What follows belongs to an exercise in optimizing a design on an open flow for small area, a short achievable clock period and few clock cycles per item; a production flow would make more cautious choices. Function was checked by simulation only, so behaviour that the tests miss may differ from the original.

run A:
==> flow/design.v (excerpt) <==
module main_sync(clk, rst, ld_we, ld_addr, ld_data, start, a_addr, b_addr, c_addr,
		count, ready, done, result, rd_addr, rd_data);
parameter N = 32;
input clk;
input rst;
input ld_we;
input [3:0] ld_addr;
input [N-1:0] ld_data;
input start;
input [3:0] a_addr;
input [3:0] b_addr;
input [3:0] c_addr;
input [3:0] count;
output ready;
output reg done;
output [N-1:0] result;
input [3:0] rd_addr;
output reg [N-1:0] rd_data;
reg busy;
reg [3:0] e;       
reg [3:0] dst;
reg [N-1:0] X;     
reg [15:0] X_one, X_two, X_neg;   
reg [N-1:0] P;     
wire [N-1:0] ra, rb, rr;
wire [N-1:0] sq, prod;
wire [N-1:0] X_next = busy ? sq : ra;
wire [15:0] one_next, two_next, neg_next;
wire last = busy & (e[3:1] == 3'd0);
wire we = busy ? last : (start ? (count == 4'd0) : ld_we);
wire [3:0] waddr = busy ? dst : (start ? c_addr : ld_addr);
wire [N-1:0] wdata = busy ? prod : (start ? rb : ld_data);
reg_sync register(.clk(clk), .rst(rst), .we(we), .waddr(waddr), .wdata(wdata),
		.raddr_1(a_addr), .raddr_2(b_addr), .raddr_3(rd_addr),
		.rdata_1(ra), .rdata_2(rb), .rdata_3(rr));
sq32 square(.x(X), .p(sq));
booth_enc encode(.y(X_next), .one(one_next), .two(two_next), .neg(neg_next));
mul32_booth_enc mult(.x(P), .one(X_one), .two(X_two), .neg(X_neg), .p(prod));
assign ready = ~busy;
assign result = P;
always @(posedge clk) begin
	rd_data <= rr;
	X <= X_next;
	X_one <= one_next;
	X_two <= two_next;
	X_neg <= neg_next;
	if (busy) begin
		if (e[0]) P <= prod;
		e <= e >> 1;
	end else begin
		P <= rb;
		e <= count;
		dst <= c_addr;
	end
	if (rst) begin
		busy <= 1'b0;
		done <= 1'b0;
  ...
For scale: about 4200 cells after synthesis, about 130 I/O pins.
export LEC_CHECK = 0
export ABC_CLOCK_PERIOD_IN_PS = 6000
export CAP_MARGIN = 20
export CORE_MARGIN = 2
export CORE_UTILIZATION = 35
export CTS_BUF_LIST = sky130_fd_sc_hd__clkbuf_16
export CTS_CLUSTER_DIAMETER = 80
export CTS_CLUSTER_SIZE = 20
export PLACE_DENSITY = 0.5
export SETUP_SLACK_MARGIN = 4
export SLEW_MARGIN = 20
create_clock -name core_clock -period 10.0 [get_ports {clk}]
standard.sh (not shown) runs the stock make flow with config.mk's settings and CLKGATE_MAP_FILE= SYNTH_SCRIPT=/design/flow/synth_recipe.tcl, a recipe that flattens the netlist after the stock synthesis.
==> flow/flow/run.sh <==
#!/bin/bash
# Own flow: the standard layout with two changes.
# 1. Yosys's synth does not run its early "abc -fast" pass (SYNTH_ARGS=-noabc).
#    That pass rewrites the multiplier's full-adder logic so that extract_fa
#    later finds most full adders with an inverted input or output, and about
#    one inverter per full adder is added. The later ABC mapping, the
#    flip-flops and their names are the standard flow's.
# 2. Every input and output port still gets its own buffer, but a buf_1
#    (BUFFER_PORTS_ARGS) instead of the delay buffer buffer_ports picks by
#    default; repair may still resize it.
set -euo pipefail
cd "$(dirname "$0")/.."
bash standard.sh SYNTH_ARGS=-noabc "BUFFER_PORTS_ARGS=-buffer_cell sky130_fd_sc_hd__buf_1" finish > run_standard.log 2>&1
Testbench counts of run A, summed over its fixed seeds: cycles 35,421, commands 8,192.
> inputs changed (run A -> run B)
diff --git a/flow/config.mk b/flow/config.mk
--- a/flow/config.mk
+++ b/flow/config.mk
@@ -8 +8 @@
-export ABC_CLOCK_PERIOD_IN_PS = 6000
+export ABC_CLOCK_PERIOD_IN_PS = 5500
@@ -12,3 +11,0 @@
-export CTS_BUF_LIST = sky130_fd_sc_hd__clkbuf_16
-export CTS_CLUSTER_DIAMETER = 80
-export CTS_CLUSTER_SIZE = 20
@@ -16 +13 @@
-export SETUP_SLACK_MARGIN = 4
+export SETUP_SLACK_MARGIN = 4.5
Findings:
[run B] wire length on met1 rose 560 um relative to run A
Summary of run B over run A: routed wire length now larger, sequential share of layout area decreased 1.9 points, first-iteration DRC count decreased 196, number of cells traversed by the worst register-to-register path saw an increase.
Run B ended up with P[11] as its beginning of the critical path; run A ended up with X[4].
Of run A and run B, the run reporting the higher cell area after layout was run B.
Row number of diodes added for antenna fixing: run B higher / run A lower
Edits applied to the flow inputs when going from run B to run C:
==> flow/flow/run.sh <==
#!/bin/bash
# Own flow: the standard layout, with Yosys's synth told not to run its
# early "abc -fast" pass (SYNTH_ARGS=-noabc). That pass rewrites the
# multiplier's full-adder logic so that extract_fa later finds most full
# adders with an inverted input or output, and the flow then adds about one
# inverter per full adder. Everything else, including the later ABC mapping,
# the flip-flops and their names, is the standard flow's.
set -euo pipefail
cd "$(dirname "$0")/.."
bash standard.sh SYNTH_ARGS=-noabc finish > run_standard.log 2>&1
diff --git a/flow/config.mk b/flow/config.mk
--- a/flow/config.mk
+++ b/flow/config.mk
@@ -8 +8 @@
-export ABC_CLOCK_PERIOD_IN_PS = 5500
+export ABC_CLOCK_PERIOD_IN_PS = 6500
@@ -13 +13 @@
-export SETUP_SLACK_MARGIN = 4.5
+export SETUP_SLACK_MARGIN = 3.5
Results
Relative to run B, the buffer count from post-CTS setup fixing measured on run C has decreased by more than half. Run C vs. run B: total core area ~0 delta, largest fanout on the critical path rose 8. Run C vs run B, sum of routed wire length over all layers went down by 3.9%. From run B to run C the numbers moved as follows: smallest setup slack after layout saw a decrease. Compared with run B, run C shows cell area that has gone down by a few percent. Compared with run B, run C shows a time the worst path needs with I/O delays and setup that is 0.41 ns higher.
diff inputs: run C => run D
==> flow/flow/run.sh <==
#!/bin/bash
# Own flow: the standard layout with two changes.
# 1. Yosys's synth does not run its early "abc -fast" pass (SYNTH_ARGS=-noabc).
#    That pass rewrites the multiplier's full-adder logic so that extract_fa
#    later finds most full adders with an inverted input or output, and about
#    one inverter per full adder is added. The later ABC mapping, the
#    flip-flops and their names are the standard flow's.
# 2. Every input and output port still gets its own buffer, but a buf_1
#    (BUFFER_PORTS_ARGS) instead of the delay buffer buffer_ports picks by
#    default; repair may still resize it.
set -euo pipefail
cd "$(dirname "$0")/.."
bash standard.sh SYNTH_ARGS=-noabc "BUFFER_PORTS_ARGS=-buffer_cell sky130_fd_sc_hd__buf_1" finish > run_standard.log 2>&1
diff --git a/flow/config.mk b/flow/config.mk
--- a/flow/config.mk
+++ b/flow/config.mk
@@ -8 +8 @@
-export ABC_CLOCK_PERIOD_IN_PS = 6500
+export ABC_CLOCK_PERIOD_IN_PS = 6000
@@ -13 +13 @@
-export SETUP_SLACK_MARGIN = 3.5
+export SETUP_SLACK_MARGIN = 4
==> run summary <==
Reported for run D and run C, total core area turned out identical to the last digit. In run D relative to run C, final estimated routing congestion in global placement had gone up by a few percent. Taking run C as the reference, in run D clock latency on the worst-skew pair comparable, sequential share of layout area neither gained nor lost much.
The inputs of run E differ from those of run D as listed below.
diff --git a/flow/config.mk b/flow/config.mk
--- a/flow/config.mk
+++ b/flow/config.mk
@@ -11,0 +12,3 @@
+export CTS_BUF_LIST = sky130_fd_sc_hd__clkbuf_16
+export CTS_CLUSTER_DIAMETER = 80
+export CTS_CLUSTER_SIZE = 20
@@ -13 +16 @@
-export SETUP_SLACK_MARGIN = 4
+export SETUP_SLACK_MARGIN = 4.2
## What came out
The number of global-route vias before repair of run E exceeds that of run D by about 1.4%. Side by side, critical path depth turned out higher in run E than in run D. Compared run D against run E; worst hold margin within noise.

---

## old
main_sync again, from the RTL that the note above started with.
==> flow/design.v (excerpt) <==
module main_sync(clk, rst, ld_we, ld_addr, ld_data, start, a_addr, b_addr, c_addr,
		count, ready, done, result, rd_addr, rd_data);
==> flow/config.mk <==
export PLATFORM = sky130hd
export DESIGN_NAME = main_sync
export DESIGN_NICKNAME = main_sync
export VERILOG_FILES = /design/flow/design.v
export SDC_FILE = /design/flow/constraint.sdc
export NUM_CORES = 4
export LEC_CHECK = 0
export ABC_CLOCK_PERIOD_IN_PS = 6000
export CAP_MARGIN = 20
export CORE_MARGIN = 2
export CORE_UTILIZATION = 35
export CTS_BUF_LIST = sky130_fd_sc_hd__clkbuf_16
export CTS_CLUSTER_DIAMETER = 60
export CTS_CLUSTER_SIZE = 16
export PLACE_DENSITY = 0.5
export SETUP_SLACK_MARGIN = 4
export SLEW_MARGIN = 20
==> flow/constraint.sdc <==
create_clock -name core_clock -period 10.0 [get_ports {clk}]
set_input_delay 2.0000 -clock core_clock [delete_from_list [all_inputs] [get_ports {clk}]]
set_output_delay 2.0000 -clock core_clock [all_outputs]
set_load 0.01 [all_outputs]
==> flow/flow/run.sh <==
#!/bin/bash
# Own flow: the standard layout with two changes.
# 1. Yosys's synth does not run its early "abc -fast" pass (SYNTH_ARGS=-noabc).
#    That pass rewrites the multiplier's full-adder logic so that extract_fa
#    later finds most full adders with an inverted input or output, and about
#    one inverter per full adder is added. The later ABC mapping, the
#    flip-flops and their names are the standard flow's.
# 2. Every input and output port still gets its own buffer, but a buf_1
#    (BUFFER_PORTS_ARGS) instead of the delay buffer buffer_ports picks by
#    default; repair may still resize it.
set -euo pipefail
cd "$(dirname "$0")/.."
bash standard.sh SYNTH_ARGS=-noabc "BUFFER_PORTS_ARGS=-buffer_cell sky130_fd_sc_hd__buf_1" finish > run_standard.log 2>&1
Testbench counts of old, summed over its fixed seeds: cycles 35,421, commands 8,192.
diff inputs: old => new
- clearing CTS_BUF_LIST, which used to be sky130_fd_sc_hd__clkbuf_16
- clearing CTS_CLUSTER_SIZE, which used to be 16
- clearing CTS_CLUSTER_DIAMETER, which used to be 60
==> flow/flow/run.sh <==
#!/bin/bash
# Own flow: the standard layout, with Yosys's synth told not to run its
# early "abc -fast" pass (SYNTH_ARGS=-noabc). That pass rewrites the
# multiplier's full-adder logic so that extract_fa later finds most full
# adders with an inverted input or output, and the flow then adds about one
# inverter per full adder. Everything else, including the later ABC mapping,
# the flip-flops and their names, is the standard flow's.
set -euo pipefail
cd "$(dirname "$0")/.."
bash standard.sh SYNTH_ARGS=-noabc finish > run_standard.log 2>&1
### Flow results
Between new and old, the flip-flop and latch count after synthesis does not differ in any meaningful way.
From old to new the numbers moved as follows: total of clock buffers placed in the layout has increased.
Of old and new, the run reporting the higher detail-routed via count per cell was old.
new has data arrival at the endpoint of the critical path above what old had.
met2 wire length went up slightly going from old to new.

==> separate check: timing with driven ports <==
The flow's constraints put no driver on any port. The routed layouts listed below were extracted and timed again, unchanged, in two steps.
Step 1 sets driving cells, clkbuf_16 on the clock port and buf_2 on the other inputs (assumed; they add their load-dependent delay and slew).
Step 2, shift: input delay + t, output delay - t, t = (earliest + latest rising clock arrival at the registers) / 2. This alone moves slack from input paths to output paths.
Slacks: no drivers / after step 1 / after step 2; pairs: no drivers / after step 1.
| run | t (ns) | setup slack, ns | cell pins on the clock port's net |
|---|---|---|---|
| run A | 0.723 | 4.109 / 4.109 / 3.529 | 1 |
| run B | 0.738 | 4.078 / 4.078 / 3.809 | 1 |
| run C | 0.753 | 3.669 / 3.669 / 3.406 | 1 |
| run D | 0.762 | 4.073 / 4.073 / 3.448 | 1 |
| run E | 0.749 | 4.130 / 4.130 / 3.977 | 1 |
| old | 0.736 | 4.052 / 4.052 / 3.538 | 1 |
| new | 0.760 | 4.035 / 4.035 / 3.383 | 1 |
After both steps every run listed still meets setup and hold. The setup slack of new, which loses most, moves by 0.000 ns with the drivers and by -0.652 ns with both steps.
